This is an optimization exercise on Yosys and OpenROAD, whose aim is small area, a short achievable clock period and few clock cycles per item, not a production implementation.
Where RTL was checked, it was by simulation tests only, not by an equivalence proof against the original.
The RTL of runs 1 and 3 to 5 was laid out without a check of its function.

**flow/flow/run.sh**
```bash
#!/bin/bash
# The standard layout, with the port buffers made from the smallest buffer
# (buf_1) instead of the one buffer_ports picks by default.
set -euo pipefail
export BUFFER_PORTS_ARGS="-buffer_cell sky130_fd_sc_hd__buf_1"
bash standard.sh > standard_flow.log 2>&1
```
**flow/standard.sh**
```bash
#!/bin/bash
# synth_recipe.tcl (not shown) runs the flow's synth.tcl, then flattens the netlist and writes it again
# the make line also repeats each setting of config.mk as NAME=value (left out here)
make -C /OpenROAD-flow-scripts/flow DESIGN_CONFIG=/design/flow/config.mk WORK_HOME=/design/flow/orfs CLKGATE_MAP_FILE= SYNTH_SCRIPT=/design/flow/synth_recipe.tcl "${@:-finish}"
```
**flow/config.mk**
```make
export PLATFORM = sky130hd
export DESIGN_NAME = speck64_core
export DESIGN_NICKNAME = speck64_core
export VERILOG_FILES = /design/flow/design.v
export SDC_FILE = /design/flow/constraint.sdc
export NUM_CORES = 4
export LEC_CHECK = 0
export CAP_MARGIN = 20
export CORE_MARGIN = 2
export CORE_UTILIZATION = 40
export SETUP_SLACK_MARGIN = 3.6
export SLEW_MARGIN = 20
```
**flow/constraint.sdc**
```tcl
create_clock -name core_clock -period 7.0 [get_ports {clk}]
set_input_delay 1.4000 -clock core_clock [delete_from_list [all_inputs] [get_ports {clk}]]
set_output_delay 1.4000 -clock core_clock [all_outputs]
set_load 0.01 [all_outputs]
```
**flow/design.v**
```verilog
module speck_round #(
    parameter W = 32
)(
    input  wire [W-1:0] x_in,    
    input  wire [W-1:0] y_in,    
    input  wire [W-1:0] k_in,    
    output wire [W-1:0] x_out,
    output wire [W-1:0] y_out
);
    wire [W-1:0] sum;
    speck_add #(.W(W)) u_add (.a({x_in[7:0], x_in[W-1:8]}), .b(y_in), .ci(1'b0), .s(sum));
    assign x_out = sum ^ k_in;
    assign y_out = {y_in[W-4:0], y_in[W-1:W-3]} ^ x_out;
endmodule
module speck_add #(
    parameter W = 32
)(
    input  wire [W-1:0] a,
    input  wire [W-1:0] b,
    input  wire         ci,
    output wire [W-1:0] s
);
    reg [W-1:0] g, p;
    integer i, l, j;
    always @* begin
        g = a & b;
        p = a ^ b;
        g[0] = g[0] | (p[0] & ci);
        for (l = 0; (1 << l) < W; l = l + 1)
            for (i = W - 1; i >= 0; i = i - 1)
                if ((i >> l) & 1) begin
                    j = ((i >> l) << l) - 1;
                    g[i] = g[i] | (p[i] & g[j]);
                    p[i] = p[i] & p[j];
                end
    end
    assign s = a ^ b ^ {g[W-2:0], ci};
endmodule
module speck_round_inverse #(
    parameter W = 32
)(
    input  wire [W-1:0] x_in,
    input  wire [W-1:0] y_in,
    input  wire [W-1:0] k_in,
    output wire [W-1:0] x_out,
    output wire [W-1:0] y_out
);
    wire [W-1:0] t = x_in ^ y_in;
    wire [W-1:0] y_temp = {t[2:0], t[W-1:3]};
    wire [W-1:0] diff;
    speck_add #(.W(W)) u_sub (.a(x_in ^ k_in), .b(~y_temp), .ci(1'b1), .s(diff));
    assign x_out = {diff[W-9:0], diff[W-1:W-8]};
    assign y_out = y_temp;
endmodule
module speck64_core #(
    parameter NE = 3
)(
    input  wire          clk,
    input  wire          rst,           
    output wire          ready,
    input  wire          key_load,
    input  wire [127:0]  key_in,        
    input  wire          blk_start,
    input  wire          blk_dec,
    input  wire [63:0]   blk_in,        
    output reg           blk_done,
    output wire [63:0]   blk_out
);
    reg  [4:0]    ph;        
    reg  [4:0]    ph_b;      
    reg  [NE-1:0] sl;        
    reg           nokey;     
    reg  [NE-1:0] run;       
    reg  [NE-1:0] dec;       
    reg  [NE-1:0] show;      
    reg           expand;    
    reg           pend;      
    reg  [127:0]  ka, kb, kbuf;
    wire last = sl[0];
    wire [NE-1:0] take;
    assign take[0] = last && !pend;
    genvar j;
    generate
        for (j = 1; j < NE; j = j + 1) begin : g_take
            assign take[j] = sl[j] && run[j-1];
        end
    endgenerate
    wire [NE-1:0] sl_next = {sl[NE-1:1], last};    
    wire late_key = key_load && |take[NE-1:1];
    wire stay     = last && nokey && !key_load;     
    assign ready = |take;
    wire [31:0] af_l, af_k, bi_l, bi_k;
    speck_round         u_key_f (.x_in(ka[63:32]), .y_in(ka[31:0]), .k_in({27'd0, ph}),
                                 .x_out(af_l), .y_out(af_k));
    speck_round_inverse u_key_i (.x_in(kb[127:96]), .y_in(kb[31:0]), .k_in({27'd0, ph_b}),
                                 .x_out(bi_l), .y_out(bi_k));
    wire [32*NE-1:0] kdf, kdi;
    assign kdf[31:0] = ka[31:0];
    assign kdi[31:0] = kb[31:0];
    wire [63:0] res_sel [0:NE];
    assign res_sel[0] = 64'd0;
    generate
        for (j = 0; j < NE; j = j + 1) begin : g_eng
            reg  [63:0] dat;     
            reg  [63:0] res;     
            wire [31:0] xf, yf, xi, yi;
            if (j > 0) begin : g_kd
                reg [31:0] kf, ki;
                always @(posedge clk) begin
                    kf <= kdf[32*(j-1) +: 32];
                    ki <= kdi[32*(j-1) +: 32];
                end
                assign kdf[32*j +: 32] = kf;
                assign kdi[32*j +: 32] = ki;
            end
            speck_round         u_f (.x_in(dat[63:32]), .y_in(dat[31:0]), .k_in(kdf[32*j +: 32]),
                                     .x_out(xf), .y_out(yf));
            speck_round_inverse u_i (.x_in(dat[63:32]), .y_in(dat[31:0]), .k_in(kdi[32*j +: 32]),
                                     .x_out(xi), .y_out(yi));
            always @(posedge clk) begin
                res <= dec[j] ? {xi, yi} : {xf, yf};
                if (sl[j])
                    dat <= blk_in;
                else
                    dat <= dec[j] ? {xi, yi} : {xf, yf};
            end
            assign res_sel[j+1] = res_sel[j] | (show[j] ? res : 64'd0);
        end
    endgenerate
    assign blk_out = res_sel[NE];
    always @(posedge clk or posedge rst) begin
        if (rst) begin
            sl       <= {{(NE-1){1'b0}}, 1'b1};
            nokey    <= 1'b1;
            run      <= {NE{1'b0}};
            dec      <= {NE{1'b0}};
            show     <= {NE{1'b0}};
            expand   <= 1'b0;
            pend     <= 1'b0;
            blk_done <= 1'b0;
        end else begin
            blk_done <= |(run & sl);
            show     <= sl;
            if (stay) begin
                run[0] <= 1'b0;
            end else begin
                sl[0] <= (ph == 5'd25);
                sl[NE-1:1] <= sl_next[NE-2:0];
                run <= (run & ~sl) | (take & sl & {NE{blk_start}});
                dec <= (dec & ~sl) | (sl & {NE{blk_dec}});
                if (last) begin
                    nokey  <= 1'b0;
                    expand <= pend || key_load;
                    pend   <= 1'b0;
                end
                if (late_key)
                    pend <= 1'b1;
            end
        end
    end
    always @(posedge clk) begin
        if (last) begin
            ph   <= 5'd0;
            ph_b <= 5'd25;
        end else begin
            ph   <= ph + 5'd1;
            ph_b <= ph_b - 5'd1;
        end
    end
    always @(posedge clk) begin
        if (late_key)
            kbuf <= key_in;
        if (last) begin
            if (pend)
                ka <= kbuf;
            else if (key_load)
                ka <= key_in;
            else
                ka <= kb;
            kb <= ka;
        end else begin
            ka <= {af_l, ka[127:64], af_k};
            if (!expand)
                kb <= {kb[95:32], bi_l, bi_k};
            else if (sl[1])
                kb <= ka;
        end
    end
endmodule
```
==> results of run 1 <==
layer usage:
layer  up-vias  GRT usage, %
li1      16000             -
met2      1734          48.4
met3       366          4.08
met4         8          12.4
met1     17600          40.1
met5         -             0
worst paths after layout:
path,start,to,slack (ns),depth (start not counted)
worst min register to register,g_eng[1].g_kd.ki[31],g_eng[2].g_kd.ki[31],0.37,0
max in group asynchronous,rst,asynchronous set/reset pin,5.51,2
worst max-delay path,show[1],blk_out[37],3.08,4
worst max register to register,kb[0],g_eng[0].dat[39],3.59,14
min in group asynchronous,rst,asynchronous set/reset pin,0.91,2
worst min-delay path,g_eng[1].g_kd.ki[31],g_eng[2].g_kd.ki[31],0.37,0
through the flow:
step	cell area, um2	std cells	hold WS (ns)	utilization (%)
2_1_floorplan	46200	4405	0.349	-
3_3_place_gp	48600	6022	0.355	42.5
3_5_place_dp	48600	6022	0.362	42.5
4_1_cts	53300	6264	0.371	46.6
5_1_grt	54400	6310	0.371	47.6
6_report	54400	6317	0.374	47.6
layout by cell type, fill, tap and decap left out, types with 17 or more instances in the layout:
master,netlist,routed
a21o_1,72,72
a21oi_1,209,180
a21oi_2,0,23
a222oi_1,65,65
buf_1,26,255
buf_4,0,90
clkbuf_16,0,102
dfxtp_1,650,613
dfxtp_2,0,24
edfxtp_1,256,256
fa_1,40,31
ha_1,243,233
inv_1,174,169
mux2_2,264,253
mux2i_1,187,184
nand2_1,537,534
nand2b_1,21,17
nand3_1,30,29
nand4_1,17,17
nor2_1,172,167
nor3_1,22,19
o211ai_1,19,19
o21a_1,23,22
o21ai_0,326,303
o21ai_1,8,17
o21bai_1,20,17
xnor2_1,383,353
xnor2_2,0,30
xor2_1,267,254
worst max-delay path, stage by stage (launching register included):
cell and delay, ns:
dfrtp_4 0.55, buf_12 0.17, a222oi_1 0.79, inv_1 0.13, buf_1 0.17
flip-flops by register name, summed over array words and instances, names as in the netlist, named ones only:
name and count:
expand 1, nokey 1, pend 1, g_eng.g_kd.ki 64, kbuf 128, kb 128, sl 3, g_eng.g_kd.kf 64
run 3, ph 5, blk_done 1, ph_b 5, g_eng.res 192, ka 128, g_eng.dat 192, show 3
Yosys cell counts (7+ instances only):
cell / number / area share (%)
fa_1: 40 / 1.7
o31ai_1: 7 / 0.11
nor3_1: 22 / 0.24
o21bai_1: 20 / 0.33
dfxtp_1: 650 / 28
inv_1: 174 / 1.4
xor2_1: 267 / 5.1
ha_1: 243 / 6.6
and3_1: 14 / 0.19
edfxtp_1: 256 / 17
buf_1: 26 / 0.21
or3_1: 14 / 0.19
a211o_1: 7 / 0.13
o21ai_0: 326 / 3.5
and2_1: 13 / 0.18
o211ai_1: 19 / 0.31
xnor3_1: 10 / 0.49
a21o_1: 72 / 1.2
a21oi_1: 209 / 2.3
mux2i_1: 187 / 4.1
dfrtp_1: 14 / 0.76
or2_2: 12 / 0.16
xnor2_1: 383 / 7.3
o21ai_1: 8 / 0.087
o21a_1: 23 / 0.37
nand3_1: 30 / 0.33
a211oi_1: 13 / 0.21
mux2_2: 264 / 6.4
clkbuf_1: 150 / 1.2
a222oi_1: 65 / 1.4
a31oi_1: 15 / 0.20
nor2b_1: 8 / 0.11
nand4_1: 17 / 0.23
nor2_1: 172 / 1.4
nand2b_1: 21 / 0.28
nand2_1: 537 / 4.4
layout make-up:
type                            count  share of cell area, %
Timing Repair Buffer              379                   4.05
Clock inverter                     64                   1.59
Sequential cell                   922                   39.0
Antenna cell                       10                 0.0460
Clock buffer                      123                   4.93
Inverter                          176                   1.22
Tap cell                         1512                   3.48
Multi-Input combinational cell   3131                   45.7
repair_timing:
item                                    in CTS  in global routing
resized for setup                          128                171
pin swaps                                   49                 91
endpoints found under the setup margin     329                191
setup buffers                               53                 43
hold buffers                                 0                  0
cloned                                       2                  0
kinds of logic (layout without fill, tap and decap cells):
kind of cell	after synthesis	after routing	synth area share [%]
adder cells (fa/ha/maj)	283	283	8.33
XOR/XNOR	663	663	13.0
AND/OR/NAND/NOR	885	885	8.10
flip-flops	922	922	45.8
other	0	10	0
AO/OA/AOI/OAI	849	849	11.5
multiplexers	451	451	10.5
buffers and inverters	352	742	2.86
==> reports/results.ini, run 1 <==
[outcome]
status=no timing/DRC/antenna violations

[route]
post_drt_wl_per_cell_um=28.5
vias_per_cell=5.66
wl_um=180000
wl_met2_um=83200
top_layer=met5
m1WireLength_um=73900
ant_nets=0
wl_met3_um=14600
drc=0
vias=35700
drt_pass1_iterations=9
first_iter_violations=3765

[timing]
fin_tns_setup_ns=0
post-route-period-util_pct=56.0
drv_slew=0
setup_viol=0
clock.fmax_mhz=255
tightestPinTransition_ns=1.10
hold_viol_final=0
skew_ns=0.0368
rsz0062_at_grt=true
slew_headroom_pct=26.6
period_needed_ns=3.92
fin_ws_ns=3.08

[synth]
async_reset_ff_share_pct=1.74
ys.flop_type=dfxtp_1
syn-num-nets=4885
synth.distinct_cells=79
synth_warnings=2
ys_ff_latch=922
synth_area_um2=46100
synth-edff-count=256
syn-mean-instance-area_um2=10.5
synth-seq-area-share_pct=45.8
syn_inst=4405

[setup_path]
critPathMaxFanout=5
arrival_ns=2.52
end_kind=output pin
path_class=flop to output pin
crit_required_ns=5.60
worst_setup_path_start_kind=flop

[cts]
clkSinkCount=922
cts_root_buffer=clkbuf_16
tritoncts=done
cts_buffers=100
htreeDepth=3
clkTransAtPathRegs_ns=0.06
cts_buffer_depth=3
clock_latency_ns=0.72

[placement]
dp_slack_ns=2.93
port_buffers=262
gp_congestion=1.01
dp_hpwl_um=133000

[floorplan]
initial_core_util_pct=40.3
die-area_um2=118000
die_y_um=344
coreArea_um2=114000
die_w_um=344
rows=124
io_pins=263

[final_layout]
finalNetCount=5190
fillers=10700
sequential_cell_area_um2=21200
drive_gt1_share_pct=16.6
multi_input_area_um2=24900
area_growth_pct=18.0

[global_route]
track_usage_pct=29.8
grt_max_degree=118
grt_pass1_vias=34300
grt_antenna_before_repair=18
grt_pass1_wl_um=252000
grt_overflow=0

[min_path]
min_path_type=flop to flop

[job]
drv_cap=0

==> run 2: changes to the inputs <==
--- a/flow/design.v
+++ b/flow/design.v
@@ -54,5 +54,5 @@
 endmodule
 module speck64_core #(
-    parameter NE = 3
+    parameter NE = 4
 )(
     input  wire          clk,
==> run 2 against run 1 <==
  * Final area grew 26%
  * Sequential share of layout area shrank 2.3 points
  * Sequential cell count grew 196
  * Core utilization grew 1.2 points
  * Clock-buffer cell count grew 39
  * First-iteration DRC count grew 18%
  * Clock skew shrank 0.011 ns
  * Critical path depth grew 1
  * Global-route usage grew 0.17 points
  * Critical endpoint is now blk_out[63]
==> reports/results.ini, run 2 <==
[outcome]
status=no timing/DRC/antenna violations

[cts]
clock_latency_ns=0.75  ; +0.03 ns
clkSinkCount=1118  ; +21%
cts_root_buffer=clkbuf_16
cts_buffer_depth=3  ; unchanged
htreeDepth=3  ; unchanged
tritoncts=done
cts_buffers=117  ; +17%
clkTransAtPathRegs_ns=0.06  ; about the same

[setup_path]
regToRegEndpoint=g_eng[1].dat[36]
r2r_cells=14  ; unchanged
worst-path-stages=5  ; +1
crit_slowest_cell=dfrtp_4
startpoint=show[2]
crit_end=blk_out[63]
critPathBufInv=3  ; unchanged
path_cells=buf_12 > clkbuf_16 > a22oi_2 > nand2_2 > clkbuf_2
path_class=flop to output pin
r2r_slack_ns=3.43  ; -0.16 ns
critPathMaxFanout=7  ; +2
path_delay_family=flip-flops
crit_required_ns=5.60  ; about the same
end_kind=output pin
r2r-start=g_eng[1].dat[35]
crit_path_max_incr_delay_ns=0.60  ; -0.19 ns
arrival_ns=2.23  ; -0.29 ns
worst_setup_path_start_kind=flop

[min_path]
hp-start=g_eng[1].g_kd.ki[0]
min_path_type=flop to flop

[timing]
slew_headroom_pct=27.8  ; +1.1 points
fin_ws_ns=3.37  ; +0.290 ns
period_needed_ns=3.63  ; -0.290 ns
drv_slew=0  ; unchanged
post-route-period-util_pct=51.9  ; -4.1 points
clock.fmax_mhz=275  ; +8.0%
tightestPinTransition_ns=1.08  ; -0.0141 ns
skew_ns=0.0258  ; -0.0111 ns
fin_tns_setup_ns=0  ; unchanged
timing.hold.ws_ns=0.360  ; -0.0132 ns
rsz0062_at_grt=true
setup_viol=0  ; unchanged
hold_viol_final=0  ; unchanged

[synth]
synth-edff-count=256  ; unchanged
synth.distinct_cells=111  ; +41%
syn-mean-instance-area_um2=10.5  ; +0.29%
synth_warnings=2  ; unchanged
synth_top_cell_by_area=dfxtp_1
synthMostInstantiatedCell=dfxtp_1
yosys-top-cells-area=dfxtp_1 30%, edfxtp_1 14%, xnor2_1 6.7%
ys.flop_type=dfxtp_1
syn-num-nets=5942  ; +22%
synth_area_um2=56600  ; +23%
async_reset_ff_share_pct=1.79  ; +0.054 points
synth_commonest_cells=842 x dfxtp_1, 658 x nand2_1, 434 x xnor2_1
ys_ff_latch=1118  ; +21%
syn_inst=5392  ; +22%
synth-seq-area-share_pct=44.2  ; -1.5 points
synth_top_cell_area_share_pct=29.8  ; +1.6 points

[floorplan]
die_w_um=380  ; +11%
rows=138  ; +11%
die_y_um=380  ; +11%
die-area_um2=145000  ; +22%
io_pins=263  ; unchanged
initial_core_util_pct=40.1  ; -0.20 points
coreArea_um2=141000  ; +23%

[route]
ant_nets=0  ; unchanged
wl_met2_um=105000  ; +26%
drc=0  ; unchanged
top_layer=met5
wl_met3_um=16500  ; +14%
wl_um=228000  ; +26%
drt_pass1_iterations=6  ; -3
first_iter_violations=4450  ; +18%
post_drt_wl_per_cell_um=29.2  ; +2.4%
vias_per_cell=5.61  ; -0.82%
m1WireLength_um=93000  ; +26%
vias=43700  ; +22%

[placement]
gp_congestion=1.02  ; +0.45%
dp_slack_ns=2.95  ; +0.0197 ns
port_buffers=262  ; unchanged
dp_hpwl_um=170000  ; +27%

[global_route]
grt_pass1_vias=41900  ; +22%
grt_antenna_before_repair=27  ; +9
grt_max_degree=111  ; -5.9%
grt_overflow=0  ; unchanged
track_usage_pct=30.0  ; +0.17 points
grt_pass1_wl_um=311000  ; +24%

[final_layout]
finish.utilization_pct=48.8  ; +1.2 points
top_regs=g_eng.dat: 256 flops, g_eng.res: 256 flops
drive_gt1_share_pct=23.1  ; +6.5 points
layout_common_cells=751 x dfxtp_1, 621 x nand2_1, 392 x xnor2_1
finalNetCount=6345  ; +22%
area_growth_pct=21.5
mostFrequentLayoutCell=dfxtp_1

[job]
drv_cap=0  ; unchanged

==> run 2: worst min path at each step <==
stage                                      end  depth (start not counted)
after global placement     g_eng[2].g_kd.ki[1]                          0
after global routing       g_eng[2].g_kd.ki[0]                          0
final                      g_eng[2].g_kd.ki[0]                          0
after detailed placement   g_eng[2].g_kd.ki[0]                          0
after CTS                  g_eng[2].g_kd.ki[0]                          0
after floorplan           g_eng[2].g_kd.kf[12]                          0
==> run 2: kinds of logic after synthesis <==
group                    Yosys count  share of synthesized area [%]
flip-flops                      1118                           44.2
multiplexers                     541                           10.3
AND/OR/NAND/NOR                 1126                           8.60
AO/OA/AOI/OAI                   1090                           12.4
buffers and inverters            352                           2.34
adder cells (fa/ha/maj)          353                           8.46
XOR/XNOR                         812                           13.6
==> run 2: area by class of cell <==
| type | count | area (um2) |
|---|---|---|
| Antenna cell | 9 | 22.5 |
| Clock buffer | 162 | 3400 |
| Clock inverter | 59 | 835 |
| Fill cell | 13000 | 72300 |
| Inverter | 143 | 544 |
| Multi-Input combinational cell | 3922 | 32800 |
| Sequential cell | 1118 | 25300 |
| Tap cell | 1890 | 2360 |
| Timing Repair Buffer | 493 | 3520 |
==> run 2: routing by layer <==
| layer | vias up | GRT usage [%] |
|---|---|---|
| li1 | 19800 | - |
| met1 | 21400 | 39.3 |
| met2 | 1986 | 48.7 |
| met3 | 499 | 4.73 |
| met4 | 12 | 13.6 |
| met5 | - | 0 |
==> run 2: stage by stage <==
| step | instances | instance area (um2) |
|---|---|---|
| finish | 7796 | 68800 |
| floorplan | 5392 | 56700 |
| detailed placement | 7364 | 59500 |
| global route | 7791 | 68800 |
| global placement | 7363 | 59500 |
| CTS | 7671 | 66200 |
==> run 2: repair_timing <==
item                                   in CTS  in global routing
cloned                                      9                 10
pin swaps                                 107                182
hold buffers                                0                  0
resized for setup                         394                367
endpoints found under the hold margin       0                  0
setup buffers                              77                105
setup endpoints to repair                 437                247
Testbench counts of run 2, summed over its fixed seeds: cycles 6,520, blocks 784.
==> run 3: changes to the inputs <==
--- a/flow/design.v
+++ b/flow/design.v
@@ -90,9 +90,14 @@
     wire stay     = last && nokey && !key_load;     
     assign ready = |take;
-    wire [31:0] af_l, af_k, bi_l, bi_k;
+    reg  [31:0]   kn;        
+    wire [31:0] af_l, af_k;
     speck_round         u_key_f (.x_in(ka[63:32]), .y_in(ka[31:0]), .k_in({27'd0, ph}),
                                  .x_out(af_l), .y_out(af_k));
-    speck_round_inverse u_key_i (.x_in(kb[127:96]), .y_in(kb[31:0]), .k_in({27'd0, ph_b}),
-                                 .x_out(bi_l), .y_out(bi_k));
+    wire [31:0] bd;
+    speck_add u_key_i (.a(kb[127:96] ^ {27'd0, ph_b}), .b(~kn), .ci(1'b1), .s(bd));
+    wire [127:0] kb_inv = {kb[95:64], kb[63:32], bd[23:0], bd[31:24], kn};
+    wire [31:0]  kn_inv = {kn[2:0] ^ kb[66:64], kn[31:3] ^ kb[95:67]};     
+    wire [31:0]  ka_kn  = ka[31:0] ^ ka[127:96];
+    wire [31:0]  kn_ka  = {ka_kn[2:0], ka_kn[31:3]};                      
     wire [32*NE-1:0] kdf, kdi;
     assign kdf[31:0] = ka[31:0];
@@ -179,10 +184,14 @@
                 ka <= kb;
             kb <= ka;
+            kn <= kn_ka;
         end else begin
             ka <= {af_l, ka[127:64], af_k};
-            if (!expand)
-                kb <= {kb[95:32], bi_l, bi_k};
-            else if (sl[1])
+            if (!expand) begin
+                kb <= kb_inv;
+                kn <= kn_inv;
+            end else if (sl[1]) begin
                 kb <= ka;
+                kn <= kn_ka;
+            end
         end
     end
==> run 3 against run 2 <==
  * Via count is 0.13% lower
  * Still clean on timing, DRC and antenna
  * Fmax is 3.0% lower
  * Critical path depth is 1 higher
  * Clock skew is 0.0059 ns lower
  * Sequential cell count is 32 higher
  * Cell count is 1.2% higher
  * First-iteration DRC count is 10% lower
  * Non-clock buffer count is 9 higher
==> reports/results.ini, run 3 <==
[outcome]
status=no timing/DRC/antenna violations

[route]
drt_pass1_iterations=5  ; -1
post_drt_wl_per_cell_um=28.9  ; -1.0%
ant_nets=0  ; unchanged
vias_per_cell=5.54  ; -1.3%
drc=0  ; unchanged
wl_met3_um=14600  ; -12%
wl_um=228000  ; +0.18%
first_iter_violations=3995  ; -10%
top_layer=met5
vias=43700  ; -0.13%
wl_met2_um=107000  ; +1.9%
m1WireLength_um=92800  ; -0.21%

[cts]
cts_root_buffer=clkbuf_16
htreeDepth=4  ; +1
clkSinkCount=1150  ; +2.9%
cts_buffers=130  ; +11%
cts_buffer_depth=3  ; unchanged
clock_latency_ns=0.78  ; +0.03 ns
clkTransAtPathRegs_ns=0.06  ; about the same
tritoncts=done

[synth]
ys_ff_latch=1150  ; +2.9%
syn-mean-instance-area_um2=10.4  ; -0.79%
async_reset_ff_share_pct=1.74  ; -0.050 points
syn-num-nets=6022  ; +1.3%
syn_inst=5472  ; +1.5%
synth-edff-count=288  ; +13%
synth_area_um2=57000  ; +0.68%
synth_top_cell_by_area=dfxtp_1
synth_warnings=3  ; +1
synth_top_cell_area_share_pct=29.6  ; -0.20 points
synth-seq-area-share_pct=45.6  ; +1.4 points
synth_commonest_cells=842 x dfxtp_1, 665 x nand2_1, 471 x xnor2_1
yosys-top-cells-area=dfxtp_1 30%, edfxtp_1 15%, xnor2_1 7.2%
synth.distinct_cells=92  ; -17%
ys.flop_type=dfxtp_1
synthMostInstantiatedCell=dfxtp_1

[final_layout]
top_regs=g_eng.dat: 256 flops, g_eng.res: 256 flops
area_growth_pct=22.2
final_cells=7891  ; +1.2%
finalNetCount=6444  ; +1.6%
mostFrequentLayoutCell=dfxtp_1
finish.utilization_pct=49.3  ; +0.52 points
drive_gt1_share_pct=23.8  ; +0.69 points
layout_common_cells=747 x dfxtp_1, 632 x nand2_1, 401 x xnor2_1
final_area_um2=69700  ; +1.3%
fillers=12900  ; -0.46%

[setup_path]
critPathMaxFanout=6  ; -1
regToRegEndpoint=g_eng[1].dat[56]
crit_path_max_incr_delay_ns=0.52  ; -0.08 ns
r2r_slack_ns=3.30  ; -0.13 ns
end_kind=output pin
path_class=flop to output pin
arrival_ns=2.35  ; +0.12 ns
worst_setup_path_start_kind=flop
r2r_cells=13  ; -1
crit_slowest_cell=dfrtp_4
startpoint=show[0]
crit_required_ns=5.60  ; about the same
path_cells=buf_12 > buf_12 > buf_6 > a22oi_2 > nand2_2 > buf_6
r2r-start=g_eng[1].dat[32]
crit_end=blk_out[48]

[timing]
drv_slew=0  ; unchanged
clock.fmax_mhz=267  ; -3.0%
period_needed_ns=3.75  ; +0.114 ns
fin_ws_ns=3.25  ; -0.114 ns
hold_viol_final=0  ; unchanged
rsz0062_at_grt=true
setup_viol=0  ; unchanged
fin_tns_setup_ns=0  ; unchanged
slew_headroom_pct=27.6  ; -0.16 points
timing.hold.ws_ns=0.365  ; +0.00478 ns
skew_ns=0.0198  ; -0.00593 ns
tightestPinTransition_ns=1.09  ; +0.00238 ns
post-route-period-util_pct=53.5  ; +1.6 points

[placement]
dp_slack_ns=2.65  ; -0.299 ns
port_buffers=262  ; unchanged
gp_congestion=1.01  ; -1.2%
post-place-cells=7441  ; +1.0%
post_dp_cell_area_um2=59900  ; +0.70%
dp_hpwl_um=171000  ; +0.44%

[floorplan]
die_y_um=381  ; +0.34%
rows=138  ; unchanged
initial_core_util_pct=40.3  ; +0.17 points
die-area_um2=146000  ; +0.67%
coreArea_um2=141000  ; +0.24%
io_pins=263  ; unchanged
die_w_um=381  ; +0.34%

[min_path]
min_path_type=flop to flop

[job]
drv_cap=0  ; unchanged

[global_route]
grt_overflow=0  ; unchanged
grt_pass1_vias=42700  ; +2.1%
grt_antenna_before_repair=14  ; -48%
grt_max_degree=179  ; +61%
grt_pass1_wl_um=314000  ; +0.97%
track_usage_pct=30.3  ; +0.25 points

[run 3: changes by cell type after synthesis, sizes merged, moves of 14 or more]
| cell | change |
|---|---|
| a21oi | +43 |
| edfxtp | +32 |
| inv | +19 |
| mux2i | -32 |
| nand2b | +14 |
| nor2 | +24 |
| o21ai | +40 |
| o31ai | -16 |
| xnor2 | +37 |
| xnor3 | -18 |
| xor2 | +46 |
[run 3: worst max-delay path: cells and delay by family, from the launching register on]
| kind | cells | cell delay (ns) |
|---|---|---|
| buf+inv | 4 | 0.56 |
| flops | 1 | 0.52 |
| compound gates | 1 | 0.35 |
| simple gates | 1 | 0.13 |
[run 3: cell families (layout without fill, tap and decap cells)]
kind of cell,count (synthesis),count (layout),synth area share (%)
buffers and inverters,372,896,2.45
AND/OR/NAND/NOR,1118,1118,8.32
adder cells (fa/ha/maj),353,353,8.41
XOR/XNOR,864,864,13.6
flip-flops,1150,1150,45.6
other,0,5,0
AO/OA/AOI/OAI,1096,1096,11.8
multiplexers,519,519,9.85
[run 3: routing by layer]
| metal | global-route usage, % | vias to the layer above |
|---|---|---|
| li1 | - | 19900 |
| met4 | 15.5 | 10 |
| met1 | 38.7 | 21500 |
| met3 | 4.34 | 474 |
| met2 | 49.8 | 1787 |
| met5 | 0 | - |
[run 3: layout make-up]
type,instances,area [um2],share of cell area (%)
multi-input cells,3950,32600,46.8
flip-flops and latches,1150,26200,37.6
clock buffers,171,3680,5.28
repair buffers,502,3550,5.10
well taps,1890,2360,3.39
clock inverters,63,643,0.923
inverters,160,603,0.865
diodes,5,12.5,0.0180
[run 3: how the worst min path moves through the flow]
stage / start / end / slack [ns] / cells past startpoint
2_1_floorplan: ka[31] / g_eng[1].g_kd.kf[31] / 0.33 / 0
3_3_place_gp: g_eng[2].g_kd.kf[1] / g_eng[3].g_kd.kf[1] / 0.36 / 0
3_5_place_dp: g_eng[2].g_kd.kf[1] / g_eng[3].g_kd.kf[1] / 0.36 / 0
4_1_cts: g_eng[2].g_kd.kf[1] / g_eng[3].g_kd.kf[1] / 0.37 / 0
5_1_grt: g_eng[2].g_kd.kf[1] / g_eng[3].g_kd.kf[1] / 0.37 / 0
6_report: g_eng[2].g_kd.kf[1] / g_eng[3].g_kd.kf[1] / 0.37 / 0
[run 3: timing repair]
action / in CTS / in global routing
gates cloned: 3 / 7
endpoints found under the setup margin: 451 / 268
buffers inserted: 120 / 81
hold buffers: 0 / 0
pin swaps: 163 / 195
gates resized for setup: 442 / 381
endpoints found under the hold margin: 0 / 0
==> run 4: changes to the inputs <==
--- a/flow/design.v
+++ b/flow/design.v
@@ -73,5 +73,4 @@
     reg  [NE-1:0] run;       
     reg  [NE-1:0] dec;       
-    reg  [NE-1:0] show;      
     reg           expand;    
     reg           pend;      
@@ -105,8 +104,8 @@
     wire [63:0] res_sel [0:NE];
     assign res_sel[0] = 64'd0;
+    reg  [63:0] res;         
     generate
         for (j = 0; j < NE; j = j + 1) begin : g_eng
             reg  [63:0] dat;     
-            reg  [63:0] res;     
             wire [31:0] xf, yf, xi, yi;
             if (j > 0) begin : g_kd
@@ -124,5 +123,4 @@
                                      .x_out(xi), .y_out(yi));
             always @(posedge clk) begin
-                res <= dec[j] ? {xi, yi} : {xf, yf};
                 if (sl[j])
                     dat <= blk_in;
@@ -130,8 +128,10 @@
                     dat <= dec[j] ? {xi, yi} : {xf, yf};
             end
-            assign res_sel[j+1] = res_sel[j] | (show[j] ? res : 64'd0);
+            assign res_sel[j+1] = res_sel[j] | (sl[j] ? (dec[j] ? {xi, yi} : {xf, yf}) : 64'd0);
         end
     endgenerate
-    assign blk_out = res_sel[NE];
+    always @(posedge clk)
+        res <= res_sel[NE];
+    assign blk_out = res;
     always @(posedge clk or posedge rst) begin
         if (rst) begin
@@ -140,5 +140,4 @@
             run      <= {NE{1'b0}};
             dec      <= {NE{1'b0}};
-            show     <= {NE{1'b0}};
             expand   <= 1'b0;
             pend     <= 1'b0;
@@ -146,5 +145,4 @@
         end else begin
             blk_done <= |(run & sl);
-            show     <= sl;
             if (stay) begin
                 run[0] <= 1'b0;
==> run 4 against run 3 <==
  * Largest cell class unchanged
  * Wire length is 2.9% higher
  * Still clean
  * First-iteration DRC count is 29% higher
  * Sequential cell count is 196 lower
  * Clock skew is 0.014 ns higher
  * Worst setup slack worse by 0.28 ns
  * Cell count is 1.9% lower
  * Core utilization is 0.46 points lower
  * Highest routed layer unchanged
==> reports/results.ini, run 4 <==
[route]
vias=44200  ; +1.2%
ant_nets=0  ; unchanged
post_drt_wl_per_cell_um=30.3  ; +4.9%
wl_um=235000  ; +2.9%
drc=0  ; unchanged
drt_pass1_iterations=6  ; +1
first_iter_violations=5160  ; +29%
vias_per_cell=5.71  ; +3.1%

[floorplan]
io_pins=263  ; unchanged
rows=134  ; -2.9%
die_y_um=370  ; -3.1%
die-area_um2=137000  ; -6.2%
initial_core_util_pct=40.2  ; -0.11 points
die_w_um=370  ; -3.1%
coreArea_um2=133000  ; -6.0%

[placement]
dp_hpwl_um=181000  ; +6.1%
post_dp_cell_area_um2=56300  ; -6.1%
port_buffers=262  ; unchanged
gp_congestion=1.03  ; +2.6%

[setup_path]
regToRegEndpoint=res[60]
worst_setup_path_start_kind=flop
r2r-start=kb[0]
end_kind=flop
critPathMaxFanout=3  ; -3
r2r_slack_ns=2.97  ; -0.33 ns
path_class=flop to flop
crit_required_ns=7.58  ; +1.98 ns
r2r_cells=13  ; unchanged
arrival_ns=4.61  ; +2.26 ns

[timing]
fin_tns_setup_ns=0  ; unchanged
slew_headroom_pct=21.6  ; -6.0 points
skew_ns=0.0340  ; +0.0142 ns
clock.fmax_mhz=248  ; -7.0%
rsz0062_at_grt=true
period_needed_ns=4.03  ; +0.284 ns
post-route-period-util_pct=57.6  ; +4.1 points
drv_slew=0  ; unchanged
setup_viol=0  ; unchanged
tightestPinTransition_ns=1.17  ; +0.0865 ns
hold_viol_final=0  ; unchanged
timing.hold.ws_ns=0.365  ; -0.000516 ns

[cts]
cts_root_buffer=clkbuf_16
tritoncts=done
cts_buffer_depth=3  ; unchanged
clock_latency_ns=0.76  ; -0.02 ns
clkTransAtPathRegs_ns=0.06  ; about the same
cts_buffers=110  ; -15%
clkSinkCount=954  ; -17%
htreeDepth=3  ; -1

[synth]
synthMostInstantiatedCell=nand2_1
ys.flop_type=dfxtp_1
ys_ff_latch=954  ; -17%
async_reset_ff_share_pct=1.68  ; -0.062 points
yosys-top-cells-area=dfxtp_1 24%, edfxtp_1 16%, xnor2_1 7.4%
synth_commonest_cells=766 x nand2_1, 650 x dfxtp_1, 510 x o21ai_0
synth_top_cell_area_share_pct=24.4  ; -5.2 points
synth-seq-area-share_pct=41.3  ; -4.3 points
syn-num-nets=6083  ; +1.0%
syn_inst=5533  ; +1.1%
synth_top_cell_by_area=dfxtp_1
synth_area_um2=53400  ; -6.2%
syn-mean-instance-area_um2=9.66  ; -7.3%
synth_warnings=3  ; unchanged
synth.distinct_cells=100  ; +8.7%
synth-edff-count=288  ; unchanged

[final_layout]
finish.utilization_pct=48.8  ; -0.46 points
finalNetCount=6428  ; -0.25%
largest_reg_flops=256
fillers=12400  ; -4.1%
area_growth_pct=21.4
layout_common_cells=758 x nand2_1, 541 x dfxtp_1, 434 x o21ai_0
drive_gt1_share_pct=20.1  ; -3.6 points
largest_register=g_eng.dat
mostFrequentLayoutCell=nand2_1
final_area_um2=64900  ; -6.9%

[global_route]
grt_overflow=0  ; unchanged
use_met2_pct=51.6  ; +1.8 points
use_met3_pct=6.04  ; +1.7 points
grt_pass1_wl_um=323000  ; +2.8%
grt_antenna_before_repair=24  ; +10
grt_pass1_vias=42400  ; -0.69%
track_usage_pct=33.5  ; +3.2 points
use_met1_pct=44.1  ; +5.4 points
grt.busiest_layer=met2
grt_max_degree=185  ; +3.4%

[min_path]
hold_end=g_eng[2].g_kd.ki[0]
min_path_type=flop to flop
holdPathStages=0  ; unchanged
hp-start=g_eng[1].g_kd.ki[0]

[job]
drv_cap=0  ; unchanged

[outcome]
status=no timing/DRC/antenna violations

[run 4: area by class of cell]
cell class	instances	area, um2	share of cell area [%]
Multi-Input combinational cell	4172	33000	50.9
Sequential cell	954	22300	34.4
Clock buffer	142	3050	4.69
Timing Repair Buffer	458	2740	4.23
Tap cell	1768	2210	3.41
Clock inverter	63	848	1.31
Inverter	182	683	1.05
Antenna cell	5	12.5	0.0193
[run 4: layer usage]
metal	wire, um	vias to the layer above
met5	129	-
met4	16200	20
met3	18400	477
met2	103000	2111
met1	97300	21600
li1	-	19900
[run 4: kinds of logic after synthesis]
family | Yosys count | synth area share, %
AOI/OAI and AO/OA | 1264 | 14.5
xor gates and xnor gates | 855 | 14.2
adders and majority gates | 353 | 8.97
buffers and inverters | 407 | 2.91
DFF | 954 | 41.3
muxes | 388 | 7.75
and+or+nand+nor | 1312 | 10.4
[run 4: timing repair]
action | 4_1_cts | 5_1_grt
setup buffers | 85 | 63
pin swaps | 153 | 190
hold buffers | 0 | 0
resized for setup | 500 | 308
setup endpoints to repair | 262 | 158
[run 4: worst max-delay path by stage]
stage	start	end	slack, ns
2_1_floorplan	key_load	kbuf[0]	2.81
3_3_place_gp	g_eng[3].dat[35]	res[37]	2.41
6_report	kb[0]	res[60]	2.97
5_1_grt	kb[0]	res[60]	2.99
4_1_cts	kb[0]	res[60]	3.16
3_5_place_dp	g_eng[3].dat[35]	res[37]	2.35
[run 4: per-stage QoR]
step	setup slack [ns]	instances
finish	2.97	7744
global route	2.99	7740
CTS	3.16	7676
detailed placement	2.35	7386
global placement	2.41	7386
floorplan	2.81	5533
[run 4: critical path, stage by stage (launching register included)]
cell and delay [ns]:
edfxtp_1 0.42, xnor2_1 0.15, ha_2 0.19, fa_2 0.36, nor2b_4 0.13, o211a_1 0.20, o31ai_4 0.09, a211oi_2 0.29
o211ai_2 0.20, o211ai_1 0.30, xnor2_1 0.14, mux2_4 0.33, a222oi_1 0.85, o21ai_1 0.17
==> run 5: changes to the inputs <==
--- a/flow/design.v
+++ b/flow/design.v
@@ -54,5 +54,5 @@
 endmodule
 module speck64_core #(
-    parameter NE = 4
+    parameter NE = 6
 )(
     input  wire          clk,
==> run 5 against run 4 <==
  * Die area up 30%
  * Critical endpoint is now res[63]
  * Still clean on timing, DRC and antenna
  * Via count up 40%
  * First-iteration DRC count up 43%
  * Highest routed layer unchanged
  * Worst setup slack worse by 0.33 ns
  * Critical path depth up 1
==> reports/results.ini, run 5 <==
[synth]
ys_ff_latch=1216  ; +27%
yosys-top-cells-area=dfxtp_1 26%, edfxtp_1 12%, xnor2_1 8.6%
synth_xor_area_share_pct=15.4  ; +1.2 points
syn-num-nets=7981  ; +31%
synth-seq-area-share_pct=39.3  ; -2.0 points
synth_top_cell_area_share_pct=26.0  ; +1.7 points
synth_simple_gate_area_share_pct=10.2  ; -0.26 points
synthMuxAreaShare_pct=7.39  ; -0.36 points
synth_top_cell_by_area=dfxtp_1
synthAdderAreaFrac_pct=9.61  ; +0.64 points
synth_top_family_by_area=compound AO/OA/AOI/OAI gates
synth-compound-area-share_pct=15.4  ; +0.92 points
synth-edff-count=288  ; unchanged
synth_commonest_cells=906 x dfxtp_1, 902 x nand2_1, 680 x xnor2_1
synthMostInstantiatedCell=dfxtp_1
async_reset_ff_share_pct=1.81  ; +0.13 points
synth.distinct_cells=93  ; -7.0%
synth_warnings=3  ; unchanged
synth_area_um2=69600  ; +30%
syn_inst=7291  ; +32%
ys.flop_type=dfxtp_1
syn-mean-instance-area_um2=9.55  ; -1.1%

[setup_path]
startpoint=g_eng[1].dat[36]
crit_slowest_cell=a222oi_1
r2r-start=g_eng[1].dat[36]
cpMostUsedCell=xnor2_2
path_class=flop to flop
crit_required_ns=7.64  ; +0.06 ns
crit_path_max_incr_delay_ns=1.06  ; +0.21 ns
r2r_cells=14  ; +1
worst-path-stages=14  ; +1
critPathMaxFanout=3  ; unchanged
worst_setup_path_start_kind=flop
critPathBufInv=1  ; +1
regToRegEndpoint=res[63]
end_kind=flop
crit_end=res[63]
r2r_slack_ns=2.64  ; -0.33 ns
arrival_ns=5.00  ; +0.39 ns
path_delay_family=compound AO/OA/AOI/OAI gates
path_cells=xnor2_2 > inv_1 > fa_2 > nor2b_2 > o2111a_2 > nor3_4 > or4_4 > a21boi_4 > a31oi_2 > xnor2_2 > nand2_2 > o21ai_2 > a222oi_1 > o2111ai_1

[cts]
tritoncts=done
cts_hold_buf=0  ; unchanged
cts_buffers=148  ; +35%
clkSinkCount=1216  ; +27%
cts_root_buffer=clkbuf_16
clock_latency_ns=0.84  ; +0.08 ns
clkTransAtPathRegs_ns=0.06  ; about the same
cts_buffer_depth=3  ; unchanged
htreeDepth=4  ; +1

[route]
drt_pass1_iterations=8  ; +2
ant_nets=0  ; unchanged
vias=61900  ; +40%
wl_um=385000  ; +64%
first_iter_violations=7362  ; +43%
vias_per_cell=5.98  ; +4.7%
drc=0  ; unchanged
post_drt_wl_per_cell_um=37.1  ; +22%

[min_path]
min_path_type=flop to flop

[timing]
post-route-period-util_pct=62.2  ; +4.6 points
clock.fmax_mhz=230  ; -7.5%
tightestPinTransition_ns=1.35  ; +0.173 ns
fin_tns_setup_ns=0  ; unchanged
slew_headroom_pct=10.3  ; -11 points
period_needed_ns=4.36  ; +0.325 ns
drv_slew=0  ; unchanged
rsz0062_at_grt=true
hold_viol_final=0  ; unchanged
setup_viol=0  ; unchanged
skew_ns=0.0278  ; -0.00621 ns

[placement]
dp_hpwl_um=305000  ; +68%
port_buffers=262  ; unchanged
post-place-cells=9695  ; +31%
gp_congestion=1.09  ; +5.9%

[global_route]
grt_max_degree=194  ; +4.9%
track_usage_pct=41.9  ; +8.4 points
grt_pass1_vias=59400  ; +40%
grt_antenna_before_repair=46  ; +92%
grt_overflow=0  ; unchanged
grt_pass1_wl_um=508000  ; +57%

[final_layout]
top_regs=g_eng.dat: 384 flops, g_eng.g_kd.kf: 160 flops, g_eng.g_kd.ki: 160 flops
largest_register=g_eng.dat
layout_common_cells=883 x nand2_1, 697 x dfxtp_1, 507 x o21ai_0
finalNetCount=8578  ; +33%
drive_gt1_share_pct=28.1  ; +7.9 points
mostFrequentLayoutCell=nand2_1
largest_reg_flops=384  ; +50%
final_cells=10400  ; +34%
area_growth_pct=29.8

[floorplan]
rows=153  ; +14%
io_pins=263  ; unchanged
coreArea_um2=173000  ; +30%
die-area_um2=177000  ; +30%
initial_core_util_pct=40.2  ; about the same
die_y_um=421  ; +14%
die_w_um=421  ; +14%

[job]
drv_cap=0  ; unchanged

[outcome]
status=no timing/DRC/antenna violations

## run 5: cell types whose count changed after synthesis, sizes merged, moves of 74 or more
cell,delta
dfxtp,+256
a21oi,+109
nand2,+136
o21ai,+147
nor2,+74
xnor2,+225
ha,+120
xor2,+114
## run 5: how the worst min path moves through the flow
stage	depth (start not counted)	slack, ns	from	to
after floorplan	0	0.33	ka[31]	g_eng[1].g_kd.kf[31]
after global placement	0	0.35	g_eng[2].g_kd.kf[9]	g_eng[3].g_kd.kf[9]
after detailed placement	0	0.35	g_eng[2].g_kd.kf[22]	g_eng[3].g_kd.kf[22]
after CTS	0	0.36	g_eng[2].g_kd.kf[22]	g_eng[3].g_kd.kf[22]
after global routing	0	0.37	g_eng[4].g_kd.kf[31]	g_eng[5].g_kd.kf[31]
final	0	0.36	g_eng[2].g_kd.kf[20]	g_eng[3].g_kd.kf[20]
## run 5: repair_timing
item	in CTS	in global routing
cloned	0	0
gates resized for setup	1174	647
pin swaps	317	390
setup buffers	239	129
setup endpoints to repair	397	287
## run 5: kinds of logic after synthesis
family | count (synthesis)
AOI/OAI and AO/OA | 1732
and+or+nand+nor | 1648
DFF | 1216
xor gates and xnor gates | 1202
buffers and inverters | 519
adders and majority gates | 493
muxes | 481
## run 5: worst reg2reg max path: stages (launching register included)
cell       delay, ns
dfxtp_4         0.49
xnor2_2         0.17
inv_1           0.09
fa_2            0.38
nor2b_2         0.14
o2111a_2        0.23
nor3_4          0.09
or4_4           0.62
a21boi_4        0.19
a31oi_2         0.13
xnor2_2         0.16
nand2_2         0.10
o21ai_2         0.09
a222oi_1        1.06
o2111ai_1       0.24
## run 5: layout make-up
type	instances	area, um2
clock buffers	212	4370
well taps	2325	2910
diodes	26	65.1
clock inverters	62	871
multi-input cells	5556	48200
repair buffers	740	5300
inverters	226	848
fillers	15900	83100
flip-flops and latches	1216	27800
## run 5: metrics by stage
step	hold slack, ns	instance area, um2	worst slack, ns	utilization [%]
floorplan	0.329	69700	2.58	-
global placement	0.352	73500	1.72	42.4
detailed placement	0.353	73500	1.67	42.4
CTS	0.361	86000	2.89	49.6
global route	0.366	90300	2.74	52.1
finish	0.359	90400	2.64	52.1
## run 5: layer usage
layer,vias up,wire [um],part of all wire (%),track usage [%]
met5,-,124,0.032,0
met3,984,29700,7.7,7.37
met4,18,38400,10,33.6
li1,26800,-,-,-
met1,30600,147000,38,50.8
met2,3536,170000,44,65.4
==> run 6: changes to the inputs <==
--- a/flow/design.v
+++ b/flow/design.v
@@ -54,5 +54,5 @@
 endmodule
 module speck64_core #(
-    parameter NE = 6
+    parameter NE = 4
 )(
     input  wire          clk,
@@ -64,9 +64,10 @@
     input  wire          blk_dec,
     input  wire [63:0]   blk_in,        
-    output reg           blk_done,
+    output wire          blk_done,
     output wire [63:0]   blk_out
 );
     reg  [4:0]    ph;        
     reg  [4:0]    ph_b;      
+    reg           hold;      
     reg  [NE-1:0] sl;        
     reg           nokey;     
@@ -88,21 +89,16 @@
     wire late_key = key_load && |take[NE-1:1];
     wire stay     = last && nokey && !key_load;     
-    assign ready = |take;
-    reg  [31:0]   kn;        
-    wire [31:0] af_l, af_k;
+    assign ready    = |take;
+    assign blk_done = |(run & sl);                  
+    wire [31:0] af_l, af_k, bi_l, bi_k;
     speck_round         u_key_f (.x_in(ka[63:32]), .y_in(ka[31:0]), .k_in({27'd0, ph}),
                                  .x_out(af_l), .y_out(af_k));
-    wire [31:0] bd;
-    speck_add u_key_i (.a(kb[127:96] ^ {27'd0, ph_b}), .b(~kn), .ci(1'b1), .s(bd));
-    wire [127:0] kb_inv = {kb[95:64], kb[63:32], bd[23:0], bd[31:24], kn};
-    wire [31:0]  kn_inv = {kn[2:0] ^ kb[66:64], kn[31:3] ^ kb[95:67]};     
-    wire [31:0]  ka_kn  = ka[31:0] ^ ka[127:96];
-    wire [31:0]  kn_ka  = {ka_kn[2:0], ka_kn[31:3]};                      
+    speck_round_inverse u_key_i (.x_in(kb[127:96]), .y_in(kb[31:0]), .k_in({27'd0, ph_b}),
+                                 .x_out(bi_l), .y_out(bi_k));
     wire [32*NE-1:0] kdf, kdi;
     assign kdf[31:0] = ka[31:0];
     assign kdi[31:0] = kb[31:0];
-    wire [63:0] res_sel [0:NE];
-    assign res_sel[0] = 64'd0;
-    reg  [63:0] res;         
+    wire [63:0] out_sel [0:NE];
+    assign out_sel[0] = 64'd0;
     generate
         for (j = 0; j < NE; j = j + 1) begin : g_eng
@@ -128,13 +124,12 @@
                     dat <= dec[j] ? {xi, yi} : {xf, yf};
             end
-            assign res_sel[j+1] = res_sel[j] | (sl[j] ? (dec[j] ? {xi, yi} : {xf, yf}) : 64'd0);
+            assign out_sel[j+1] = out_sel[j] | (sl[j] ? dat : 64'd0);
         end
     endgenerate
-    always @(posedge clk)
-        res <= res_sel[NE];
-    assign blk_out = res;
+    assign blk_out = out_sel[NE];
     always @(posedge clk or posedge rst) begin
         if (rst) begin
             sl       <= {{(NE-1){1'b0}}, 1'b1};
+            hold     <= 1'b0;
             nokey    <= 1'b1;
             run      <= {NE{1'b0}};
@@ -142,22 +137,17 @@
             expand   <= 1'b0;
             pend     <= 1'b0;
-            blk_done <= 1'b0;
-        end else begin
-            blk_done <= |(run & sl);
-            if (stay) begin
-                run[0] <= 1'b0;
-            end else begin
-                sl[0] <= (ph == 5'd25);
-                sl[NE-1:1] <= sl_next[NE-2:0];
-                run <= (run & ~sl) | (take & sl & {NE{blk_start}});
-                dec <= (dec & ~sl) | (sl & {NE{blk_dec}});
-                if (last) begin
-                    nokey  <= 1'b0;
-                    expand <= pend || key_load;
-                    pend   <= 1'b0;
-                end
-                if (late_key)
-                    pend <= 1'b1;
+        end else if (!stay) begin
+            sl[0]      <= (ph == 5'd26);
+            sl[NE-1:1] <= sl_next[NE-2:0];
+            hold       <= (ph == 5'd25);
+            run <= (run & ~sl) | (take & sl & {NE{blk_start}});
+            dec <= (dec & ~sl) | (sl & {NE{blk_dec}});
+            if (last) begin
+                nokey  <= 1'b0;
+                expand <= pend || key_load;
+                pend   <= 1'b0;
             end
+            if (late_key)
+                pend <= 1'b1;
         end
     end
@@ -182,14 +172,10 @@
                 ka <= kb;
             kb <= ka;
-            kn <= kn_ka;
-        end else begin
+        end else if (!hold) begin
             ka <= {af_l, ka[127:64], af_k};
-            if (!expand) begin
-                kb <= kb_inv;
-                kn <= kn_inv;
-            end else if (sl[1]) begin
+            if (!expand)
+                kb <= {kb[95:32], bi_l, bi_k};
+            else if (sl[1])
                 kb <= ka;
-                kn <= kn_ka;
-            end
         end
     end
==> run 6 against run 5 <==
  * Still clean on timing, DRC and antenna
  * Sequential share of layout area rose by 3.6 points
  * Worst hold slack improved by 0.010 ns
  * Area after synthesis fell by 28%
  * Wire length fell by 41%
  * Register-to-register slack improved by 0.62 ns
  * Critical path depth fell by 8
  * Sequential cell count fell by 358
  * Cell count fell by 29%
  * Global-route usage fell by 7.8 points
  * Fmax rose by 13%
==> reports/results.ini, run 6 <==
[synth]
synthMostInstantiatedCell=nand2_1
syn-mean-instance-area_um2=9.73  ; +1.8%
synth_top_cell_by_area=edfxtp_1
synth-seq-area-share_pct=41.9  ; +2.6 points
synth.distinct_cells=83  ; -11%
syn-num-nets=5731  ; -28%
yosys-top-cells-area=edfxtp_1 23%, dfxtp_1 18%, xnor2_1 8.7%
synth_commonest_cells=723 x nand2_1, 498 x xnor2_1, 458 x dfxtp_1
ys_ff_latch=858  ; -29%
synth_top_cell_area_share_pct=22.9  ; -3.2 points
synth_area_um2=50400  ; -28%
synth_warnings=2  ; -1
synth-edff-count=384  ; +33%
ys.flop_type=dfxtp_1
async_reset_ff_share_pct=1.86  ; +0.056 points
syn_inst=5180  ; -29%

[floorplan]
coreArea_um2=125000  ; -28%
die_w_um=359  ; -15%
die_y_um=359  ; -15%
rows=130  ; -15%
io_pins=263  ; unchanged
initial_core_util_pct=40.2  ; +0.067 points
die-area_um2=129000  ; -27%

[timing]
drv_slew=0  ; unchanged
rsz0062_at_grt=true
slew_headroom_pct=26.1  ; +16 points
hold_viol_final=0  ; unchanged
fin_tns_setup_ns=0  ; unchanged
period_needed_ns=3.84  ; -0.518 ns
tightestPinTransition_ns=1.11  ; -0.237 ns
fin_ws_ns=3.16  ; +0.518 ns
setup_viol=0  ; unchanged
clock.fmax_mhz=261  ; +13%
timing.hold.ws_ns=0.369  ; +0.0102 ns
post-route-period-util_pct=54.8  ; -7.4 points
skew_ns=0.0273  ; -0.000551 ns

[global_route]
use_met2_pct=55.1  ; -10 points
grt_pass1_wl_um=313000  ; -38%
use_met3_pct=6.48  ; -0.89 points
use_met1_pct=42.0  ; -8.8 points
grt_overflow=0  ; unchanged
grt_max_degree=129  ; -34%
track_usage_pct=34.0  ; -7.8 points
grt.busiest_layer=met2
grt_pass1_vias=41700  ; -30%
grt_antenna_before_repair=19  ; -59%

[route]
post_drt_wl_per_cell_um=31.3  ; -16%
first_iter_violations=4637  ; -37%
drc=0  ; unchanged
ant_nets=0  ; unchanged
wl_um=229000  ; -41%
vias=43500  ; -30%
drt_pass1_iterations=5  ; -3
vias_per_cell=5.94  ; -0.59%

[cts]
cts_root_buffer=clkbuf_16
tritoncts=done
cts_hold_buf=0  ; unchanged
cts_buffer_depth=3  ; unchanged
clkSinkCount=858  ; -29%
cts_buffers=100  ; -32%
htreeDepth=3  ; -1
clkTransAtPathRegs_ns=0.06  ; about the same
clock_latency_ns=0.75  ; -0.09 ns

[outcome]
status=no timing/DRC/antenna violations

[setup_path]
regToRegEndpoint=kb[38]
r2r_cells=15  ; +1
crit_required_ns=5.60  ; -2.04 ns
r2r-start=kb[99]
critPathMaxFanout=15  ; +12
end_kind=output pin
arrival_ns=2.44  ; -2.56 ns
r2r_slack_ns=3.26  ; +0.62 ns
worst_setup_path_start_kind=flop
path_class=flop to output pin

[job]
drv_cap=0  ; unchanged

[min_path]
hp-start=g_eng[2].g_kd.ki[7]
hold_end=g_eng[3].g_kd.ki[7]
holdPathStages=0  ; unchanged
min_path_type=flop to flop

[final_layout]
largest_reg_flops=256  ; -33%
final_cells=7315  ; -29%
layout_common_cells=696 x nand2_1, 455 x xnor2_1, 394 x o21ai_0
finalNetCount=6130  ; -29%
final_area_um2=61900  ; -31%
area_growth_pct=22.9
largest_register=g_eng.dat
finish.utilization_pct=49.5  ; -2.7 points
mostFrequentLayoutCell=nand2_1
drive_gt1_share_pct=18.5  ; -9.6 points

[placement]
dp_hpwl_um=166000  ; -46%
gp_congestion=1.03  ; -5.6%
dp_slack_ns=2.85  ; +1.18 ns
port_buffers=262  ; unchanged
post_dp_cell_area_um2=53100  ; -28%
post-place-cells=6913  ; -29%

==> run 6: worst max-delay path by stage <==
stage,start,end,slack (ns),cells after the start
2_1_floorplan,key_load,kbuf[0],3.14,3
3_3_place_gp,sl[0],blk_out[35],2.82,4
3_5_place_dp,sl[0],blk_out[35],2.85,4
4_1_cts,kb[99],kb[38],3.23,15
5_1_grt,kb[99],kb[38],3.13,15
6_report,sl[0],blk_out[32],3.16,6
==> run 6: worst max-delay path, stage by stage (launching register included) <==
cell and delay, ns:
dfstp_4 0.52, clkbuf_16 0.20, buf_12 0.13, buf_16 0.15, a22oi_2 0.34, nand2_2 0.16, clkbuf_2 0.16
==> run 6: logic make-up (layout without fill, tap and decap cells) <==
group | count (synthesis) | after routing | synth area share [%]
AND/OR/NAND/NOR | 1208 | 1208 | 10.0
adder cells (fa/ha/maj) | 354 | 354 | 9.54
multiplexers | 258 | 258 | 5.35
AO/OA/AOI/OAI | 1294 | 1294 | 15.9
flip-flops | 858 | 858 | 41.9
buffers and inverters | 384 | 867 | 2.86
other | 0 | 2 | 0
XOR/XNOR | 824 | 824 | 14.4
==> run 6: area by class of cell <==
type                    instances  area (um2)
fillers                     11700       63300
multi-input cells            3938       30100
flip-flops and latches        858       21300
repair buffers                519        4460
clock buffers                 138        2830
well taps                    1650        2060
inverters                     162         618
clock inverters                48         562
diodes                          2        5.00
==> run 6: per-layer routing <==
layer  routed length [um]  vias up
li1                     -    19100
met1                87900    21200
met2               105000     2347
met3                18500      749
met4                17700       18
met5                  111        -
==> run 6: what timing repair did <==
item,CTS,global route
cloned,28,7
hold endpoints to repair,0,0
endpoints found under the setup margin,315,229
gates resized for setup,435,311
pin swaps,135,175
buffers inserted,105,74
Testbench counts of run 6, summed over its fixed seeds: cycles 6,752, blocks 784.
==> run 7: changes to the inputs <==
--- a/flow/design.v
+++ b/flow/design.v
@@ -71,4 +71,5 @@
     reg           hold;      
     reg  [NE-1:0] sl;        
+    reg  [NE-1:0] show;      
     reg           nokey;     
     reg  [NE-1:0] run;       
@@ -89,6 +90,4 @@
     wire late_key = key_load && |take[NE-1:1];
     wire stay     = last && nokey && !key_load;     
-    assign ready    = |take;
-    assign blk_done = |(run & sl);                  
     wire [31:0] af_l, af_k, bi_l, bi_k;
     speck_round         u_key_f (.x_in(ka[63:32]), .y_in(ka[31:0]), .k_in({27'd0, ph}),
@@ -124,8 +123,22 @@
                     dat <= dec[j] ? {xi, yi} : {xf, yf};
             end
-            assign out_sel[j+1] = out_sel[j] | (sl[j] ? dat : 64'd0);
+            assign out_sel[j+1] = out_sel[j] | (show[j] ? dat : 64'd0);
         end
     endgenerate
     assign blk_out = out_sel[NE];
+    wire [NE-1:0] sl_d, run_d, dec_d, take_d;
+    wire          pend_d = (pend && !last) || late_key;
+    assign sl_d  = stay ? sl : {sl_next[NE-2:0], ph == 5'd26};
+    assign run_d = stay ? (run & ~sl) : (run & ~sl) | (take & sl & {NE{blk_start}});
+    assign dec_d = (dec & ~sl) | (sl & {NE{blk_dec}});
+    assign take_d[0] = sl_d[0] && !pend_d;
+    generate
+        for (j = 1; j < NE; j = j + 1) begin : g_take_d
+            assign take_d[j] = sl_d[j] && run_d[j-1];
+        end
+    endgenerate
+    reg          ready_r, done_r;
+    assign ready    = ready_r;
+    assign blk_done = done_r;
     always @(posedge clk or posedge rst) begin
         if (rst) begin
@@ -137,19 +150,24 @@
             expand   <= 1'b0;
             pend     <= 1'b0;
-        end else if (!stay) begin
-            sl[0]      <= (ph == 5'd26);
-            sl[NE-1:1] <= sl_next[NE-2:0];
-            hold       <= (ph == 5'd25);
-            run <= (run & ~sl) | (take & sl & {NE{blk_start}});
-            dec <= (dec & ~sl) | (sl & {NE{blk_dec}});
-            if (last) begin
-                nokey  <= 1'b0;
-                expand <= pend || key_load;
-                pend   <= 1'b0;
+            ready_r  <= 1'b1;
+            done_r   <= 1'b0;
+        end else begin
+            sl      <= sl_d;
+            run     <= run_d;
+            ready_r <= |take_d;
+            done_r  <= |(run_d & sl_d);
+            if (!stay) begin
+                hold <= (ph == 5'd25);
+                dec  <= dec_d;
+                pend <= pend_d;
+                if (last) begin
+                    nokey  <= 1'b0;
+                    expand <= pend || key_load;
+                end
             end
-            if (late_key)
-                pend <= 1'b1;
-        end
-    end
+        end
+    end
+    always @(posedge clk)
+        show <= sl_d;
     always @(posedge clk) begin
         if (last) begin
==> run 7 against run 6 <==
  * First-iteration DRC count decreased by 1.4%
  * Fmax grew 3.4%
  * Clock skew up 0.014 ns
  * Register-to-register slack better by 0.03 ns
  * Worst hold slack got worse by 0.014 ns
==> reports/results.ini, run 7 <==
[timing]
hold_viol_final=0  ; unchanged
tightestPinTransition_ns=1.14  ; +0.0317 ns
rsz0062_at_grt=true
period_needed_ns=3.71  ; -0.126 ns
timing.hold.ws_ns=0.355  ; -0.0143 ns
post-route-period-util_pct=53.0  ; -1.8 points

[route]
drc=0  ; unchanged
drt_pass1_iterations=6  ; +1
vias=42900  ; -1.3%
wl_um=221000  ; -3.5%

[cts]
clkSinkCount=864  ; +0.70%
cts_root_buffer=clkbuf_16
clkTransAtPathRegs_ns=0.06  ; about the same
cts_buffers=101  ; +1.0%
cts_buffer_depth=3  ; unchanged
htreeDepth=3  ; unchanged
tritoncts=done

[setup_path]
critPathBufInv=3  ; -1
path_delay_family=compound AO/OA/AOI/OAI gates
cpMostUsedCell=buf_4
r2r_cells=17  ; +2
arrival_ns=4.17  ; +1.73 ns
r2r_slack_ns=3.29  ; +0.03 ns
regToRegEndpoint=kb[63]
critPathMaxFanout=2  ; -13
worst_setup_path_start_kind=flop
path_class=flop to flop

[synth]
ys.flop_type=dfxtp_1
async_reset_ff_share_pct=2.08  ; +0.22 points
syn-mean-instance-area_um2=9.73  ; about the same
synth_commonest_cells=767 x nand2_1, 469 x o21ai_0, 466 x xnor2_1
synthMostInstantiatedCell=nand2_1
yosys-top-cells-area=edfxtp_1 23%, dfxtp_1 18%, xnor2_1 8.0%
synth-edff-count=384  ; unchanged
synth.distinct_cells=90  ; +8.4%
synth_area_um2=50800  ; +0.78%
syn_inst=5220  ; +0.77%
synth-seq-area-share_pct=41.8  ; -0.064 points
synth_warnings=2  ; unchanged
synth_top_cell_by_area=edfxtp_1

[final_layout]
mostFrequentLayoutCell=nand2_1
drive_gt1_share_pct=18.3  ; -0.22 points
final_area_um2=61100  ; -1.3%
largest_reg_flops=256  ; unchanged
area_growth_pct=20.4

[global_route]
grt_pass1_wl_um=307000  ; -1.9%
grt_max_degree=168  ; +30%
grt_antenna_before_repair=8  ; -11
grt_overflow=0  ; unchanged
track_usage_pct=33.0  ; -1.0 points

[outcome]
status=no timing/DRC/antenna violations

[placement]
post_dp_cell_area_um2=53400  ; +0.65%
gp_congestion=1.01  ; -2.4%
post-place-cells=6945  ; +0.46%

[floorplan]
die_w_um=360  ; +0.38%
coreArea_um2=126000  ; +0.39%
io_pins=263  ; unchanged
initial_core_util_pct=40.4  ; +0.16 points

[min_path]
hold_end=g_eng[3].g_kd.ki[30]
min_path_type=flop to flop
hp-start=g_eng[2].g_kd.ki[30]
holdPathStages=0  ; unchanged

[job]
drv_cap=0  ; unchanged

-- run 7: cell count changes after synthesis, sizes merged, moves of 17 or more --
cell,delta
xnor2,-32
nand2,+44
nor2,-29
a21oi,-47
o21ai,+37
or3,+20
nor3,+21
o21a,+17
a211oi,-33
-- run 7: timing repair --
action                                 CTS  global route
cloned                                  10             2
buffers inserted                        94            58
pin swaps                              163           194
endpoints found under the hold margin    0             0
hold buffers                             0             0
gates resized for setup                397           308
setup endpoints to repair              302           243
-- run 7: logic make-up after synthesis --
family / count (synthesis) / synth area share, %
AOI/OAI and AO/OA: 1280 / 15.7
buffers and inverters: 377 / 2.79
DFF: 864 / 41.8
adders and majority gates: 354 / 9.46
muxes: 275 / 5.67
xor gates and xnor gates: 809 / 14.1
and+or+nand+nor: 1261 / 10.4
-- run 7: area by class of cell --
class | instances | area [um2]
diodes | 3 | 7.51
clock inverters | 40 | 443
well taps | 1650 | 2060
clock buffers | 145 | 2940
multi-input cells | 3979 | 30400
fillers | 11700 | 64600
repair buffers | 459 | 3210
inverters | 157 | 592
flip-flops and latches | 864 | 21400
-- run 7: worst max-delay path by stage --
stage	start	slack [ns]	endpoint	depth (start not counted)
floorplan	key_load	2.78	ready_r	6
global placement	g_eng[2].dat[32]	2.74	g_eng[2].dat[39]	15
detailed placement	ka[0]	2.68	ka[22]	14
CTS	kb[96]	3.23	kb[38]	16
global route	kb[99]	3.14	kb[38]	16
finish	kb[96]	3.29	kb[63]	17
-- run 7: through the flow --
step / util [%] / setup slack [ns]
2_1_floorplan: - / 2.78
3_3_place_gp: 42.5 / 2.74
3_5_place_dp: 42.5 / 2.68
4_1_cts: 47.4 / 3.23
5_1_grt: 48.6 / 3.14
6_report: 48.6 / 3.29
-- run 7: routing by layer --
metal  vias to the layer above  track usage [%]  part of all wire (%)
li1                      19100                -                     -
met1                     21000             42.0                    39
met2                      2133             52.5                    45
met3                       624             5.39                   7.8
met4                         4             20.4                   7.6
met5                         -                0                 0.010
Testbench counts of run 7, summed over its fixed seeds: cycles 6,752, blocks 784.

[static timing again, ports no longer ideal]
How much do the figures lean on ideal ports? The routed layouts below were timed once more, with nothing changed but the port constraints.
Step 1 sets driving cells, clkbuf_16 on the clock port and buf_2 on the other inputs (assumed; they add their load-dependent delay and slew).
Step 2, shift: input delay + t, output delay - t, t = (earliest + latest rising clock arrival at the registers) / 2. This alone moves slack from input paths to output paths.
Slacks: ideal / step 1 / step 2; pairs: ideal / step 1.
| run | shift t [ns] | setup slack, ns | latest minus earliest clock arrival (ns) | worst slew at a driven data input, ns |
|---|---|---|---|---|
| run 1 | 0.772 | 3.077 / 3.007 / 3.410 | 0.037 / 0.037 | 0.13 |
| run 2 | 0.822 | 3.367 / 3.289 / 3.295 | 0.043 / 0.043 | 0.11 |
| run 3 | 0.851 | 3.253 / 3.176 / 3.300 | 0.022 / 0.021 | 0.10 |
| run 4 | 0.824 | 2.969 / 2.969 / 2.969 | 0.035 / 0.034 | 0.12 |
| run 5 | 0.923 | 2.644 / 2.644 / 2.644 | 0.037 / 0.038 | 0.17 |
| run 6 | 0.810 | 3.162 / 3.087 / 3.181 | 0.034 / 0.033 | 0.13 |
| run 7 | 0.806 | 3.288 / 3.288 / 3.288 | 0.049 / 0.049 | 0.11 |
After both steps setup and hold are still met in every run listed. For run 2, which loses most, drivers alone change the setup slack by -0.078 ns; drivers and shift together by -0.072 ns.
